What follows belongs to an exercise in optimizing a design on an open flow for small area, a short achievable clock period and few clock cycles; a production flow would make more cautious choices.
RTL that was checked went through simulation tests only; none was proved equivalent to the original.
The clock port is modelled as an ideal driver, which makes a skipped or thinned clock tree look cheaper than it is; a real chip needs a root buffer or a tree.
Power is estimated from default activity; no workload was simulated.

the previous run:
==> flow/design.v (excerpt) <==
module MF(
	clk,
	rst_n,
	invalid,
	image_in,
	outvalid,
	image_out
);
For scale: ~800 cells after synthesis, roughly 240 flip-flops.
==> module MF, before the edit <==
module MF(
	clk,
	rst_n,
	invalid,
	image_in,
	outvalid,
	image_out
);
input				clk,rst_n,invalid;
input 		[7:0]	image_in;
output	reg 		outvalid;
output	reg [7:0]	image_out;
reg			act;
reg [3:0]	row;
reg [3:0]	col;
reg			hb, hv;		 
wire last = (row == 4'd11);
wire row1_next = act & ((row == 4'd0 & col == 4'd9) | (row == 4'd1 & col != 4'd9));
always @(posedge clk or negedge rst_n) begin
	if (!rst_n) begin
		act <= 1'b0; row <= 4'd0; col <= 4'd0;
	end else if (act & !last) begin
		col <= (col == 4'd9) ? 4'd0 : col + 4'd1;
		row <= (col == 4'd9) ? row + 4'd1 : row;
	end else begin
		act <= invalid; row <= 4'd0; col <= 4'd0;
	end
end
always @(posedge clk or negedge rst_n) begin
	if (!rst_n) begin
		hb <= 1'b0; hv <= 1'b0;
	end else begin
		hb  <= (col <= 4'd1) | (row == 4'd1) | (row == 4'd10);
		hv  <= act & ((row >= 4'd2) | (row == 4'd1 & col != 4'd0));
	end
end
always @(posedge clk) outvalid <= hv;
function [1:0] cmp8;
	input [7:0] a, b;
	reg [7:0] g, l;
	reg [3:0] g1, l1;
	reg [1:0] g2, l2;
	integer k;
	begin
		g = a & ~b;
		l = ~a & b;
		for (k = 0; k < 4; k = k + 1) begin
			g1[k] = g[2*k+1] | (~l[2*k+1] & g[2*k]);
			l1[k] = l[2*k+1] | (~g[2*k+1] & l[2*k]);
		end
		for (k = 0; k < 2; k = k + 1) begin
			g2[k] = g1[2*k+1] | (~l1[2*k+1] & g1[2*k]);
			l2[k] = l1[2*k+1] | (~g1[2*k+1] & l1[2*k]);
		end
		cmp8 = {g2[1] | (~l2[1] & g2[0]), l2[1] | (~g2[1] & l2[0])};
	end
endfunction
function ge8;	 
	input [7:0] a, b;
	reg [1:0] r;
	begin r = cmp8(a, b); ge8 = ~r[0]; end
endfunction
function gt8;	 
	input [7:0] a, b;
	reg [1:0] r;
	begin r = cmp8(a, b); gt8 = r[1]; end
endfunction
reg [7:0]	in_r;
reg [7:0]	lb [1:20];
reg			ab, ac, bc;
integer i;
wire [7:0] a_d = invalid ? image_in : 8'd0;
wire [7:0] c_d = row1_next ? 8'd0 : lb[19];
always @(posedge clk) begin
	in_r <= a_d;
	lb[1] <= in_r;
	for (i = 2; i <= 19; i = i + 1) lb[i] <= lb[i-1];
	lb[20] <= c_d;
	ab <= invalid ? ge8(image_in, lb[9]) : lb[9] == 8'd0;
	ac <= row1_next | (invalid ? ge8(image_in, lb[19]) : lb[19] == 8'd0);
	bc <= row1_next | ge8(lb[9], lb[19]);
end
wire [7:0] a = in_r, b = lb[10], c = lb[20];
wire [7:0] vmax = (ab & ac) ? a : (!ab & bc) ? b : c;
wire [7:0] vmin = (!ab & !ac) ? a : (ab & !bc) ? b : c;
reg [7:0] x0, x1;	 
reg [7:0] n0, n1;	 
reg [7:0] xp, np;	 
reg       gx, gn;	 
reg       hx, hn;	 
wire       psx_d = gx | (col == 4'd1);	 
wire [7:0] px = psx_d ? x0 : x1;
wire       hx_d = gt8(vmax, px) & (col != 4'd0);	 
wire       psn_d = gn;
wire [7:0] pn = psn_d ? n0 : n1;
wire       hn_d = gt8(pn, vmin);
always @(posedge clk) begin
	x0 <= vmax; x1 <= x0; xp <= px;
	n0 <= vmin; n1 <= n0; np <= pn;
	gx <= ge8(vmax, x0); gn <= ge8(n0, vmin);
	hx <= hx_d; hn <= hn_d;
end
wire [7:0] mx = hx ? x0 : xp;
wire [7:0] mn = hb ? 8'd0 : hn ? n0 : np;
wire [8:0] sum = {1'b0, mx} + {1'b0, mn};
always @(posedge clk) image_out <= sum[8:1];
endmodule
clock: 10.0 ns
lec_check: 0
abc_area: 1
cap_margin: 20
core_margin: 2
core_utilization: 65
cts_buf_list: sky130_fd_sc_hd__clkbuf_16
cts_cluster_diameter: 80
cts_cluster_size: 30
slew_margin: 20
standard.sh (not shown) runs the stock make flow with config.mk's settings and CLKGATE_MAP_FILE= SYNTH_SCRIPT=/design/flow/synth_recipe.tcl, a recipe that flattens the netlist after the stock synthesis.
==> flow/flow/run.sh <==
#!/bin/bash
set -euo pipefail
KNOBS="SETUP_SLACK_MARGIN=7.45"
bash standard.sh $KNOBS cts > orfs_flow_cts.log 2>&1
R=orfs/results/$FLOW_PLATFORM/MF/base
openroad -no_init -exit -threads "${NUM_CORES:-4}" flow/unroot.tcl > unroot.log 2>&1
bash standard.sh $KNOBS finish > orfs_flow_finish.log 2>&1
==> flow/flow/unroot.tcl <==
set odb orfs/results/$::env(FLOW_PLATFORM)/MF/base/4_cts.odb
read_db $odb
set block [ord::get_db_block]
set port_net [[$block findBTerm clk] getNet]
set roots {}
foreach it [$port_net getITerms] { lappend roots [$it getInst] }
if {[llength $roots] != 1} { puts "unroot: clock port drives [llength $roots] cells; left as is"; exit 0 }
set root [lindex $roots 0]
set master [[$root getMaster] getName]
if {![string match "sky130_fd_sc_hd__clkbuf_*" $master]} { puts "unroot: root is $master; left as is"; exit 0 }
set out_net ""
foreach it [$root getITerms] {
  if {[$it isOutputSignal]} { set out_net [$it getNet] }
}
set loads {}
foreach it [$out_net getITerms] {
  if {[$it getInst] ne $root} { lappend loads $it }
}
if {[llength $loads] > 4 || [llength [$out_net getBTerms]] > 0} { puts "unroot: root drives [llength $loads] pins; left as is"; exit 0 }
foreach it $loads { $it disconnect; $it connect $port_net }
puts "unroot: removed [$root getName] ($master); clock port now drives [llength $loads] buffers"
odb::dbInst_destroy $root
odb::dbNet_destroy $out_net
write_db $odb
Testbench counts of the previous run, summed over its fixed seeds: cycles 14,464.
Setup changes, the previous run to the current run
==> flow/design.v <==
module MF(
	clk,
	rst_n,
	invalid,
	image_in,
	outvalid,
	image_out
);
input				clk,rst_n,invalid;
input 		[7:0]	image_in;
output	reg 		outvalid;
output	reg [7:0]	image_out;
reg			act;
reg [3:0]	row;
reg [3:0]	col;
wire last = (row == 4'd11);
wire row1_next = act & ((row == 4'd0 & col == 4'd9) | (row == 4'd1 & col != 4'd9));
always @(posedge clk or negedge rst_n) begin
	if (!rst_n) act <= 1'b0;
	else act <= (act & !last) | invalid;
end
wire       step = act & !last;
wire [3:0] col_n = step ? ((col == 4'd9) ? 4'd0 : col + 4'd1) : 4'd0;
wire [3:0] row_n = step ? ((col == 4'd9) ? row + 4'd1 : row) : 4'd0;
reg        c0, c1, border;
always @(posedge clk) begin
	col <= col_n;
	row <= row_n;
	c0 <= (col_n == 4'd0);
	c1 <= (col_n == 4'd1);
	border <= (col_n <= 4'd1) | (row_n == 4'd1) | (row_n == 4'd10);
end
wire valid = act & ((row >= 4'd2) | (row == 4'd1 & col != 4'd0));
always @(posedge clk) outvalid <= valid;
function [1:0] cmp8;
	input [7:0] a, b;
	reg [7:0] g, l;
	reg [3:0] g1, l1;
	reg [1:0] g2, l2;
	integer k;
	begin
		g = a & ~b;
		l = ~a & b;
		for (k = 0; k < 4; k = k + 1) begin
			g1[k] = g[2*k+1] | (~l[2*k+1] & g[2*k]);
			l1[k] = l[2*k+1] | (~g[2*k+1] & l[2*k]);
		end
		for (k = 0; k < 2; k = k + 1) begin
			g2[k] = g1[2*k+1] | (~l1[2*k+1] & g1[2*k]);
			l2[k] = l1[2*k+1] | (~g1[2*k+1] & l1[2*k]);
		end
		cmp8 = {g2[1] | (~l2[1] & g2[0]), l2[1] | (~g2[1] & l2[0])};
	end
endfunction
function ge8;	 
	input [7:0] a, b;
	reg [1:0] r;
	begin r = cmp8(a, b); ge8 = ~r[0]; end
endfunction
function gt8;	 
	input [7:0] a, b;
	reg [1:0] r;
	begin r = cmp8(a, b); gt8 = r[1]; end
endfunction
reg [7:0]	in_r;
reg [7:0]	lb [1:20];
reg			ab, ac, bc;
integer i;
wire [7:0] a_d = invalid ? image_in : 8'd0;
wire [7:0] c_d = row1_next ? 8'd0 : lb[19];
always @(posedge clk) begin
	in_r <= a_d;
	lb[1] <= in_r;
	for (i = 2; i <= 19; i = i + 1) lb[i] <= lb[i-1];
	lb[20] <= c_d;
	ab <= invalid ? ge8(image_in, lb[9]) : lb[9] == 8'd0;
	ac <= row1_next | (invalid ? ge8(image_in, lb[19]) : lb[19] == 8'd0);
	bc <= row1_next | ge8(lb[9], lb[19]);
end
wire [7:0] a = in_r, b = lb[10], c = lb[20];
wire [7:0] vmax = (ab & ac) ? a : (!ab & bc) ? b : c;
wire [7:0] vmin = (!ab & !ac) ? a : (ab & !bc) ? b : c;
reg [7:0] x0, x1;	 
reg [7:0] n0, n1;	 
reg       gx, gn;	 
wire [7:0] px = (gx | c1) ? x0 : x1;	 
wire       hx = gt8(vmax, px) & !c0;	 
wire [7:0] pn = gn ? n0 : n1;
wire       hn = gt8(pn, vmin);
wire [7:0] mx = hx ? vmax : px;
wire [7:0] mn = border ? 8'd0 : hn ? vmin : pn;
wire [8:0] sum = {1'b0, mx} + {1'b0, mn};
always @(posedge clk) begin
	x0 <= vmax; x1 <= x0;
	n0 <= vmin; n1 <= n0;
	gx <= ge8(vmax, x0); gn <= ge8(n0, vmin);
	image_out <= sum[8:1];
end
endmodule
==> summary.txt <==
The distinct cell type count of the synthesized netlist in the current run sits 4 above the value recorded for the previous run.
Measured against each other, the previous run and the current run differ in critical path's largest stage delay, the lower figure coming from the previous run.
The current run vs the previous run: met2 wirelength from detailed routing up by more than a quarter
Where final critical-path setup slack is concerned, the previous run is better than the current run.
Pre-CTS worst setup slack: the current run < the previous run
Buffer count excluding the clock tree in the final layout: the current run vs the previous run up about 130%
Measured against the previous run, the clock-net power of the current run comes out at 0.867 times the reference value.
The worst setup path startpoint comes out image_out[5] in one run and gn in the other, namely in the previous run and the current run respectively.
The switching power of the nets in the current run was higher than what the previous run gave.
Fraction of synthesis flops using an asynchronous set or reset pin (lower): the current run
Looking at sequential fraction of design power across the previous run and the current run, the one that comes out lower is the current run.
On count of clock-buffer cells in the layout: between the previous run and the current run, it ends up lower for the current run.
For the current run, only the layout was checked, not whether the RTL still works.

========
Another version of the RTL of MF (not shown whole).
For scale: roughly 760 cells after synthesis, about 20 I/O pins, roughly 7500 um^2 of cells after synthesis.
==> module MF, before the edit <==
module MF(
	clk,
	rst_n,
	invalid,
	image_in,
	outvalid,
	image_out
);
input				clk,rst_n,invalid;
input 		[7:0]	image_in;
output	reg 		outvalid;
output	reg [7:0]	image_out;
reg			act;
reg [3:0]	row;
reg [3:0]	col;
reg			hb, hv;		 
wire last = (row == 4'd11);
wire row1_next = act & ((row == 4'd0 & col == 4'd9) | (row == 4'd1 & col != 4'd9));
always @(posedge clk or negedge rst_n) begin
	if (!rst_n) act <= 1'b0;
	else act <= (act & !last) | invalid;
end
always @(posedge clk) begin
	if (act & !last) begin
		col <= (col == 4'd9) ? 4'd0 : col + 4'd1;
		row <= (col == 4'd9) ? row + 4'd1 : row;
	end else begin
		row <= 4'd0; col <= 4'd0;
	end
end
always @(posedge clk or negedge rst_n) begin
	if (!rst_n) hv <= 1'b0;
	else hv <= act & ((row >= 4'd2) | (row == 4'd1 & col != 4'd0));
end
always @(posedge clk) hb <= (col <= 4'd1) | (row == 4'd1) | (row == 4'd10);
always @(posedge clk) outvalid <= hv;
function [1:0] cmp8;
	input [7:0] a, b;
	reg [7:0] g, l;
	reg [3:0] g1, l1;
	reg [1:0] g2, l2;
	integer k;
	begin
		g = a & ~b;
		l = ~a & b;
		for (k = 0; k < 4; k = k + 1) begin
			g1[k] = g[2*k+1] | (~l[2*k+1] & g[2*k]);
			l1[k] = l[2*k+1] | (~g[2*k+1] & l[2*k]);
		end
		for (k = 0; k < 2; k = k + 1) begin
			g2[k] = g1[2*k+1] | (~l1[2*k+1] & g1[2*k]);
			l2[k] = l1[2*k+1] | (~g1[2*k+1] & l1[2*k]);
		end
		cmp8 = {g2[1] | (~l2[1] & g2[0]), l2[1] | (~g2[1] & l2[0])};
	end
endfunction
function ge8;	 
	input [7:0] a, b;
	reg [1:0] r;
	begin r = cmp8(a, b); ge8 = ~r[0]; end
endfunction
function gt8;	 
	input [7:0] a, b;
	reg [1:0] r;
	begin r = cmp8(a, b); gt8 = r[1]; end
endfunction
reg [7:0]	in_r;
reg [7:0]	lb [1:20];
reg			ab, ac, bc;
reg			nopix;	 
integer i;
always @(posedge clk) begin
	in_r <= image_in;
	lb[1] <= in_r;
	for (i = 2; i <= 19; i = i + 1) lb[i] <= lb[i-1];
	lb[20] <= lb[19];
	ab <= ge8(image_in, lb[9]);
	ac <= row1_next | ge8(image_in, lb[19]);
	nopix <= !invalid;
	bc <= row1_next | ge8(lb[9], lb[19]);
end
wire [7:0] a = in_r, b = lb[10], c = lb[20];
wire       ab_a = ab & !nopix, ac_a = ac & !nopix;
wire [7:0] vmax = (ab_a & ac_a) ? a : (!ab_a & bc) ? b : c;
wire [7:0] vmin = (!ab_a & !ac_a) ? a : (ab & !bc) ? b : c;	 
reg [7:0] x0, x1;	 
reg [7:0] n0, n1;	 
reg [7:0] xp, np;	 
reg       gx, gn;	 
reg       hx, hn;	 
wire       psx_d = gx | (col == 4'd1);	 
wire [7:0] px = psx_d ? x0 : x1;
wire       hx_d = gt8(vmax, px) & (col != 4'd0);	 
wire       psn_d = gn;
wire [7:0] pn = psn_d ? n0 : n1;
wire       hn_d = gt8(pn, vmin);
always @(posedge clk) begin
	x0 <= vmax; x1 <= x0; xp <= px;
	n0 <= vmin; n1 <= n0; np <= pn;
	gx <= ge8(vmax, x0); gn <= ge8(n0, vmin);
	hx <= hx_d; hn <= hn_d;
end
wire [7:0] mx = hx ? x0 : xp;
wire [7:0] mn = hb ? 8'd0 : hn ? n0 : np;
wire [8:0] sum = {1'b0, mx} + {1'b0, mn};
always @(posedge clk) image_out <= sum[8:1];
endmodule
Settings: LEC_CHECK=0, ABC_AREA=1, CAP_MARGIN=20, CORE_MARGIN=2, CORE_UTILIZATION=65, CTS_BUF_LIST=sky130_fd_sc_hd__clkbuf_16, CTS_CLUSTER_DIAMETER=80, CTS_CLUSTER_SIZE=30, SLEW_MARGIN=20; clock period 10.0 ns.
==> flow/flow/run.sh <==
#!/bin/bash
set -euo pipefail
KNOBS="SETUP_SLACK_MARGIN=7.2"
bash standard.sh $KNOBS cts > orfs_flow_cts.log 2>&1
R=orfs/results/$FLOW_PLATFORM/MF/base
openroad -no_init -exit -threads "${NUM_CORES:-4}" flow/unroot.tcl > unroot.log 2>&1
bash standard.sh $KNOBS finish > orfs_flow_finish.log 2>&1
Other scripts of this flow, unchanged in this note and not shown: flow/flow/unroot.tcl
==> next run, changes <==
--- a/flow/design.v
+++ b/flow/design.v
@@ -53,8 +53,28 @@
 		end
 		cmp8 = {g2[1] | (~l2[1] & g2[0]), l2[1] | (~g2[1] & l2[0])};
 	end
 endfunction
+function [1:0] cmp4;
+	input [3:0] a, b;
+	reg [3:0] g, l;
+	reg [1:0] g1, l1;
+	integer k;
+	begin
+		g = a & ~b;
+		l = ~a & b;
+		for (k = 0; k < 2; k = k + 1) begin
+			g1[k] = g[2*k+1] | (~l[2*k+1] & g[2*k]);
+			l1[k] = l[2*k+1] | (~g[2*k+1] & l[2*k]);
+		end
+		cmp4 = {g1[1] | (~l1[1] & g1[0]), l1[1] | (~g1[1] & l1[0])};
+	end
+endfunction
+function cmp4_lt;	 
+	input [3:0] a, b;
+	reg [1:0] r;
+	begin r = cmp4(a, b); cmp4_lt = r[0]; end
+endfunction
 function ge8;	 
 	input [7:0] a, b;
 	reg [1:0] r;
 	begin r = cmp8(a, b); ge8 = ~r[0]; end
@@ -65,22 +85,28 @@
 	begin r = cmp8(a, b); gt8 = r[1]; end
 endfunction
 reg [7:0]	in_r;
 reg [7:0]	lb [1:20];
-reg			ab, ac, bc;
+reg [1:0]	ab_h, ac_h;	 
+reg			ab_l, ac_l;	 
+reg			bc;
 reg			nopix;	 
 integer i;
 always @(posedge clk) begin
 	in_r <= image_in;
 	lb[1] <= in_r;
 	for (i = 2; i <= 19; i = i + 1) lb[i] <= lb[i-1];
 	lb[20] <= lb[19];
-	ab <= ge8(image_in, lb[9]);
-	ac <= row1_next | ge8(image_in, lb[19]);
+	ab_h <= cmp4(image_in[7:4], lb[9][7:4]);
+	ab_l <= !cmp4_lt(image_in[3:0], lb[9][3:0]);
+	ac_h <= row1_next ? 2'b10 : cmp4(image_in[7:4], lb[19][7:4]);
+	ac_l <= !cmp4_lt(image_in[3:0], lb[19][3:0]);
 	nopix <= !invalid;
 	bc <= row1_next | ge8(lb[9], lb[19]);
 end
 wire [7:0] a = in_r, b = lb[10], c = lb[20];
+wire       ab = ab_h[1] | (!ab_h[0] & ab_l);
+wire       ac = ac_h[1] | (!ac_h[0] & ac_l);
 wire       ab_a = ab & !nopix, ac_a = ac & !nopix;
 wire [7:0] vmax = (ab_a & ac_a) ? a : (!ab_a & bc) ? b : c;
 wire [7:0] vmin = (!ab_a & !ac_a) ? a : (ab & !bc) ? b : c;	 
 reg [7:0] x0, x1;	 
What happened: Fmax came out higher by about 3.4%. Final cell count came out higher by 1.9%. Critical path depth came out lower by 6. Clock power came out higher by about 1%. Power came out higher by about 3.2%. Routed wire length came out higher by 3.5%. Hold slack improves by 0.026 ns. Die area came out higher by 3.1%. Final area came out higher by 2.8%. Register-to-register slack degrades by 0.26 ns. Global-route usage came out higher by 0.28 points. Via count came out higher by 2.7%.
No run of this note included a check of the RTL's function; only the layout flow was run. No run of this note takes its clock network from TritonCTS; it comes from the design's own scripts or RTL.

==> separate check: timing with driven ports <==
No port has a modelled driver above. Below, the same layouts with a new extraction and two added sets of constraints.
Step 1 assumes that a clkbuf_16 drives the clock port and a buf_2 every other input.
Step 2, shift: input delay + t, output delay - t, t = (earliest + latest rising clock arrival at the registers) / 2. This alone moves slack from input paths to output paths.
Slacks: ideal ports / drivers / drivers and shift; pairs: ideal ports / drivers.
run	shift t [ns]	setup WS [ns]	hold WS [ns]	cell pins on the clock port's net
the previous run	0.388	7.231 / 7.179 / 6.974	0.330 / 0.330 / 0.330	2
the current run	0.378	6.879 / 6.879 / 6.809	0.334 / 0.334 / 0.334	2
the first run of note 2	0.304	7.267 / 7.243 / 7.064	0.298 / 0.298 / 0.298	2
the second run of note 2	0.304	7.355 / 7.239 / 7.159	0.324 / 0.324 / 0.324	2
After both steps setup and hold are still met in every run listed. For the previous run, which loses most, drivers alone change the setup slack by -0.052 ns; drivers and shift together by -0.257 ns.
